Source: an optimization exercise on an open RTL-to-GDS flow (aim: small area and a short achievable clock period). Production flows keep margins and buffers that such runs may drop. Power and IR drop assume default switching activity.

==> run a: inputs <==
## sata_link
module sata_link(
   trn_rsof_n, trn_reof_n, trn_rd, trn_rsrc_rdy_n,
   trn_tdst_rdy_n, trn_tdst_dsc_n, trn_csof_n, trn_ceof_n, trn_cd,
   trn_csrc_rdy_n, trn_csrc_dsc_n, txdata, txdatak,
   phyclk, host_rst, trn_rdst_rdy_n, trn_rdst_dsc_n, trn_tsof_n,
   trn_teof_n, trn_td, trn_tsrc_rdy_n, trn_tsrc_dsc_n, trn_cdst_rdy_n,
   trn_cdst_dsc_n, txdatak_pop, rxdata, rxdatak, linkup
   );
Settings: LEC_CHECK=0, CAP_MARGIN=20, CORE_MARGIN=2, CORE_UTILIZATION=55, CTS_CLUSTER_DIAMETER=100, CTS_CLUSTER_SIZE=25, PLACE_DENSITY=0.65, SETUP_SLACK_MARGIN=3.4, SLEW_MARGIN=20, TNS_END_PERCENT=10; clock period 6.5 ns.
standard.sh (not shown) runs the stock make flow with config.mk's settings and CLKGATE_MAP_FILE= SYNTH_SCRIPT=/design/flow/synth_recipe.tcl, a recipe that flattens the netlist after the stock synthesis.
==> flow/flow/run.sh <==
#!/bin/bash
# Layout flow: the standard ORFS flow (standard.sh: unchanged synthesis,
# floorplan, power grid, placement, CTS and routing) with three extra ORFS
# settings:
#  - port buffers are sky130_fd_sc_hd__buf_2 instead of the delay cell
#    buffer_ports picks by default (BUFFER_PORTS_ARGS);
#  - the resizer may change a cell's footprint (MATCH_CELL_FOOTPRINT=0), so
#    port buffers and gates on critical paths can be sized freely;
#  - CTS clusters up to 25 sinks within 100 um and adds no dummy loads
#    (CTS_ARGS; the other arguments are the ones cts.tcl uses by default).
# The full output of the run goes to standard.log in the work folder.
set -euo pipefail
bash standard.sh \
  "BUFFER_PORTS_ARGS=-buffer_cell sky130_fd_sc_hd__buf_2" \
  MATCH_CELL_FOOTPRINT=0 \
  "CTS_ARGS=-sink_clustering_enable -repair_clock_nets -sink_clustering_size 25 -sink_clustering_max_diameter 100 -dont_use_dummy_load" \
  finish > standard.log 2>&1
==> run b: changes against run a <==
--- a/flow/design.v
+++ b/flow/design.v
@@ -852,17 +852,18 @@
           cs2link_crc_rdy <= 1'b1;
        end
      else if (cs_sof)
        begin
           cs2link_crc_ok  <= 1'b0;
           cs2link_crc_rdy <= 1'b0;
        end
    reg  afull_q;                        
-   assign trn_tdst_rdy_n = trn_tsrc_rdy_n | afull_q;
+   reg  afull_nq;                       
+   assign trn_tdst_rdy_n = trn_tsrc_rdy_n | ~afull_nq;
    wire trn_xfer = ~trn_tsrc_rdy_n & ~afull_q;
    reg         txcs_rst;
    wire        tx_rst = txcs_rst || tx_sync;
    reg  [15:0] tscr;
    wire [31:0] tscr_out;
    scrambler_next tx_scr (.now(tscr), .next(tscr_out));
    always @(posedge phyclk)
      if (tx_rst)
@@ -950,40 +951,47 @@
      end
    wire eofr_n = (rd_eof && rd_en) ? 1'b1 : rd_sof ? 1'b0 : trn_eof_reg;
    wire t_rst = host_rst | trn_tfifo_rst;
    wire t_inc = wr_en & ~rd_en & ~t_full;
    wire t_dec = ~wr_en & rd_en & ~t_empty;
    wire [3:0] tcnt_a = t_inc ? tcnt + 4'd1 : t_dec ? tcnt - 4'd1 : tcnt;
    wire [3:0] tcnt_n = t_rst ? 4'hf : tcnt_a;
    reg  [3:0]  tcnt_m1;         
-   wire hdec = wr_en ? (rd_en | t_full) : (rd_en & ~t_empty);
-   wire hwr  = wr_en & (rd_en ? tcnt == 4'h0 : t_empty);
+   reg         hdec;            
+   reg         hwr;             
    wire [3:0]  hidx = hdec ? tcnt_m1 : tcnt;
    wire [33:0] head_a = hwr ? {wr_eof, wr_sof, wr_di} : tmem[hidx];
    wire [33:0] head_r = wr_en ? tmem[14] : tmem[15];
    wire [33:0] head_n = t_rst ? head_r : head_a;
    wire rd_en_n = (~ns_k & ~as_n & ~pi_n) | di_n;
+   wire full_n  = tcnt_n == 4'he;
+   wire empty_n = tcnt_n == 4'hf;
+   wire hdec_n  = wr_en_n ? (rd_en_n | full_n) : (rd_en_n & ~empty_n);
+   wire hwr_n   = wr_en_n & (rd_en_n ? tcnt_n == 4'h0 : empty_n);
    always @(posedge phyclk)
      if (wr_en)
        begin : tshift
           integer i;
           for (i = 15; i > 0; i = i - 1)
             tmem[i] <= tmem[i-1];
           tmem[0] <= {wr_eof, wr_sof, wr_di};
        end
    always @(posedge phyclk)
      begin
         tcnt    <= tcnt_n;
         rd_en   <= rd_en_n;
         tcnt_m1 <= tcnt_n - 4'd1;
+        hdec    <= hdec_n;
+        hwr     <= hwr_n;
         t_empty <= tcnt_n == 4'hf;
         t_low   <= tcnt_n == 4'hf || tcnt_n == 4'h0 || tcnt_n == 4'h1;
         t_full  <= tcnt_n == 4'he;
         afull_q <= tcnt_n == 4'hc || tcnt_n == 4'hd || tcnt_n == 4'he;
+        afull_nq <= ~(tcnt_n == 4'hc || tcnt_n == 4'hd || tcnt_n == 4'he);
         rd_sof  <= head_n[32];
         rd_eof  <= head_n[33];
      end
    wire [31:0] dat_n = eofr_n ? wr_di_n : head_n[31:0];
    reg  [31:0] txdata_n;
    reg         txdatak_n;
    always @(*)
      begin
- SETUP_SLACK_MARGIN: 3.4 -> 3.6
==> comparison <==
Run b produced a clean layout. Run a ran to the end with no violations. Of run b and run a, run b has the higher die area (gap about 1.1%, measured against run a). Against run a, the wire length of run b is larger by 1.0%. In run a the setup slack is worse than in run b, by 0.21 ns. Of run b and run a, run b has the higher power (gap about 0.3%, measured against run a). In run a the utilization is lower than in run b, by 0.47 points.
==> figures <==
Status: run b timing/DRC/antenna clean; run a timing/DRC/antenna clean
Number of nets in the final layout: run b 4947; run a 4954
Grt met2 use: run b 43.5%; run a 48.9%
Met3 track demand over resource: run b 6.97%; run a 4.97%
Placeable Area: run b 115000 µm²; run a 114000 µm²
WHS Endpoint: run b rd_do2[0]; run a eof_reg_d
Chip Height: run b 344 µm; run a 343 µm
Worst slack after detailed placement: run b 1.87 ns; run a 2.11 ns
Worst hold slack across all endpoints: run b 0.300 ns; run a 0.326 ns
Global-route wire length before repair: run b 268 mm; run a 268 mm
Seq Cell Count: run b 1519; run a 1516
Area of placed instances: run b 66300 µm²; run a 65600 µm²
Function was not checked in any run of this note: the RTL went through the layout flow alone.


==> v3: inputs <==
sata_link, a different RTL version from the one above (not shown whole).
export LEC_CHECK = 0
export CAP_MARGIN = 20
export CORE_MARGIN = 2
export CORE_UTILIZATION = 45
export PLACE_DENSITY = 0.6
export SETUP_SLACK_MARGIN = 3.2
export SLEW_MARGIN = 20
export TNS_END_PERCENT = 10
create_clock -name core_clock -period 6.5 [get_ports {phyclk}]
run.sh (not shown) runs the stock make flow with config.mk's settings and CLKGATE_MAP_FILE= SYNTH_SCRIPT=/design/flow/synth_recipe.tcl, a recipe that flattens the netlist after the stock synthesis.
Stock flow here: none of the scripts above is used.
==> inputs of v21, as changes to v3 <==
--- a/flow/design.v
+++ b/flow/design.v
@@ -333,73 +333,59 @@
      S_L_SEND_ROK         = 5'h1b,
      S_L_RCV_SYNC         = 5'h1c,
      S_L_RCV_GOOD         = 5'h1d,
      S_L_RCV_BAD          = 5'h1e,
      S_L_RCV_ABORT        = 5'h1f;
    reg        cs_kvalid;
    reg        cs_kchar;
    reg [31:0] cs_char;
-   reg [3:0]  cs_code;
    reg        cs_cont_mask;
-   reg [3:0]  rx_code;
-   always @(*)
-     case (rxdata)
-       P_X_RDY:   rx_code = K_X_RDY;
-       P_PMREQ_P: rx_code = K_PMREQ_P;
-       P_PMREQ_S: rx_code = K_PMREQ_S;
-       P_SYNC:    rx_code = K_SYNC;
-       P_R_RDY:   rx_code = K_R_RDY;
-       P_HOLD:    rx_code = K_HOLD;
-       P_R_OK:    rx_code = K_R_OK;
-       P_R_ERR:   rx_code = K_R_ERR;
-       P_SOF:     rx_code = K_SOF;
-       P_HOLDA:   rx_code = K_HOLDA;
-       P_EOF:     rx_code = K_EOF;
-       P_WTRM:    rx_code = K_WTRM;
-       default:   rx_code = K_OTHER;
-     endcase
+   reg k_xrdy, k_pmreq, k_sync, k_rrdy, k_hold, k_rok, k_rerr, k_sof,
+       k_holda, k_eof, k_wtrm;
    always @(posedge phyclk)
      begin
         if (host_rst)
           begin
              cs_cont_mask <= 1'b0;
              cs_kchar     <= 1'b0;
              cs_kvalid    <= 1'b0;
+             k_xrdy  <= 1'b0; k_pmreq <= 1'b0; k_sync  <= 1'b0; k_rrdy  <= 1'b0;
+             k_hold  <= 1'b0; k_rok   <= 1'b0; k_rerr  <= 1'b0; k_sof   <= 1'b0;
+             k_holda <= 1'b0; k_eof   <= 1'b0; k_wtrm  <= 1'b0;
           end
         else if (rxdatak && rxdata == P_CONT)
           begin
              cs_cont_mask <= 1'b1;
              cs_kvalid    <= 1'b1;
           end
         else if (rxdatak && rxdata == P_ALIGN)
           begin
              cs_kvalid    <= 1'b0;
           end
         else if (rxdatak || ~cs_cont_mask)
           begin
              cs_cont_mask <= 1'b0;
              cs_kvalid    <= 1'b1;
              cs_kchar     <= rxdatak;
              cs_char      <= rxdata;
-             cs_code      <= rx_code;
+             k_xrdy  <= rxdatak && rxdata == P_X_RDY;
+             k_pmreq <= rxdatak && (rxdata == P_PMREQ_P || rxdata == P_PMREQ_S);
+             k_sync  <= rxdatak && rxdata == P_SYNC;
+             k_rrdy  <= rxdatak && rxdata == P_R_RDY;
+             k_hold  <= rxdatak && rxdata == P_HOLD;
+             k_rok   <= rxdatak && rxdata == P_R_OK;
+             k_rerr  <= rxdatak && rxdata == P_R_ERR;
+             k_sof   <= rxdatak && rxdata == P_SOF;
+             k_holda <= rxdatak && rxdata == P_HOLDA;
+             k_eof   <= rxdatak && rxdata == P_EOF;
+             k_wtrm  <= rxdatak && rxdata == P_WTRM;
           end
      end
-   wire k       = cs_kchar;
-   wire k_xrdy  = k && cs_code == K_X_RDY;
-   wire k_pmreq = k && (cs_code == K_PMREQ_P || cs_code == K_PMREQ_S);
-   wire k_sync  = k && cs_code == K_SYNC;
-   wire k_rrdy  = k && cs_code == K_R_RDY;
-   wire k_hold  = k && cs_code == K_HOLD;
-   wire k_rok   = k && cs_code == K_R_OK;
-   wire k_rerr  = k && cs_code == K_R_ERR;
-   wire k_sof   = k && cs_code == K_SOF;
-   wire k_holda = k && cs_code == K_HOLDA;
-   wire k_eof   = k && cs_code == K_EOF;
-   wire k_wtrm  = k && cs_code == K_WTRM;
+   wire k = cs_kchar;
    reg [33:0] tmem [0:15];      
    reg [3:0]  tcnt;
    reg        t_empty;          
    reg        t_low;            
    reg        t_full;           
    reg        rd_sof, rd_eof;   
    reg [4:0] state, next_state;
    wire rdy_low = t_low;
@@ -795,41 +781,37 @@
           pi_n = 1'b0;
      end
    wire eofr_n = (rd_eof && rd_en) ? 1'b1 : rd_sof ? 1'b0 : trn_eof_reg;
    wire t_rst = host_rst | trn_tfifo_rst;
    wire t_inc = wr_en & ~rd_en & ~t_full;
    wire t_dec = ~wr_en & rd_en & ~t_empty;
    wire [3:0] tcnt_a = t_inc ? tcnt + 4'd1 : t_dec ? tcnt - 4'd1 : tcnt;
    wire [3:0] tcnt_n = t_rst ? 4'hf : tcnt_a;
-   reg  [3:0]  hidx;
-   reg         hwr;
+   reg  [3:0]  tcnt_m1;         
+   wire hdec = wr_en ? (rd_en | t_full) : (rd_en & ~t_empty);
+   wire hwr  = wr_en & (rd_en ? tcnt == 4'h0 : t_empty);
+   wire [3:0]  hidx = hdec ? tcnt_m1 : tcnt;
    wire [33:0] head_a = hwr ? {wr_eof, wr_sof, wr_di} : tmem[hidx];
    wire [33:0] head_r = wr_en ? tmem[14] : tmem[15];
    wire [33:0] head_n = t_rst ? head_r : head_a;
    wire rd_en_n = (~ns_k & ~as_n & ~pi_n) | di_n;
-   wire full_n  = tcnt_n == 4'he;
-   wire empty_n = tcnt_n == 4'hf;
-   wire hdec_n  = wr_en_n ? (rd_en_n | full_n) : (rd_en_n & ~empty_n);
-   wire [3:0] hidx_n = hdec_n ? tcnt_n - 4'd1 : tcnt_n;
-   wire hwr_n   = wr_en_n & (rd_en_n ? tcnt_n == 4'h0 : empty_n);
    always @(posedge phyclk)
      if (wr_en)
        begin : tshift
           integer i;
           for (i = 15; i > 0; i = i - 1)
             tmem[i] <= tmem[i-1];
           tmem[0] <= {wr_eof, wr_sof, wr_di};
        end
    always @(posedge phyclk)
      begin
         tcnt    <= tcnt_n;
         rd_en   <= rd_en_n;
-        hidx    <= hidx_n;
-        hwr     <= hwr_n;
+        tcnt_m1 <= tcnt_n - 4'd1;
         t_empty <= tcnt_n == 4'hf;
         t_low   <= tcnt_n == 4'hf || tcnt_n == 4'h0 || tcnt_n == 4'h1;
         t_full  <= tcnt_n == 4'he;
         afull_q <= tcnt_n == 4'hc || tcnt_n == 4'hd || tcnt_n == 4'he;
         rd_sof  <= head_n[32];
         rd_eof  <= head_n[33];
      end
    wire [31:0] dat_n = eofr_n ? wr_di_n : head_n[31:0];
Settings changed: CTS_CLUSTER_DIAMETER from default to 100, CTS_CLUSTER_SIZE from default to 25.
==> run notes <==
| metric | v21 | v3 |
|---|---|---|
| Max Clock Freq | 286 MHz | 286 MHz |
| Number of tap cells added at floorplan | 1876 | 1794 |
| Run status | timing/DRC/antenna clean | timing/DRC/antenna clean |
| Net Sw Power | 8.92 mW | 9.54 mW |
| Setup slack after layout | 3.00 ns | 3.00 ns |
| Utilization of the core after routing | 50.9% | 52.7% |
| Number of multi-input logic gates | 2950 | 2830 |
| Req. time, crit path | 7.06 ns | 7.18 ns |
| Setup CP Type | primary input to flip-flop | flip-flop to flip-flop |
| Clock distribution power | 5.38 mW | 9.19 mW |
| Worst VDD drop | 0.000569 V | 0.000432 V |
| Number of cells in the design after placement | 6629 | 6408 |
| Sequential cell count | 1493 | 1487 |
| Leak pwr | 23.3 nW | 24.7 nW |
| Post-CTS Setup Inserts | 68 | 57 |
| First drt pass iteration count | 6 | 8 |
| Worst reg2reg path depth | 14 | 16 |
| Worst slack, placed | 0.892 ns | 1.13 ns |
| Clock tree cell share of total cell area | 3.19% | 7.33% |
| Relative max-transition margin | 25.6% | 26.4% |
| FF/Latch Area | 40800 um2 | 40700 um2 |
Function was not checked in any run of this note: the RTL went through the layout flow alone.

[afterwards: timing with drivers on the ports]
The results above use ideal ports. As a check the final layouts listed here were re-extracted and re-timed, cells and wires unchanged.
Step 1 sets driving cells, clkbuf_16 on the clock port and buf_2 on the other inputs (assumed; they add their load-dependent delay and slew).
Step 2 also shifts input and output timing later by t, the mid clock arrival at the registers, as if the neighbouring blocks saw the same clock.
Three values: no drivers, after step 1, after step 2; two values: the first two.
| run | t (ns) | setup slack, ns | pins driven straight from the clock port |
|---|---|---|---|
| run a | 0.743 | 3.201 / 3.201 / 2.590 | 1 |
| run b | 0.745 | 3.408 / 3.423 / 2.723 | 1 |
| v3 | 0.868 | 3.005 / 3.005 / 2.192 | 1 |
| v21 | 0.792 | 2.999 / 3.058 / 2.266 | 1 |
After both steps every run listed still meets setup and hold. For v3, which loses most, drivers alone change the setup slack by 0.000 ns; drivers and shift together by -0.813 ns.
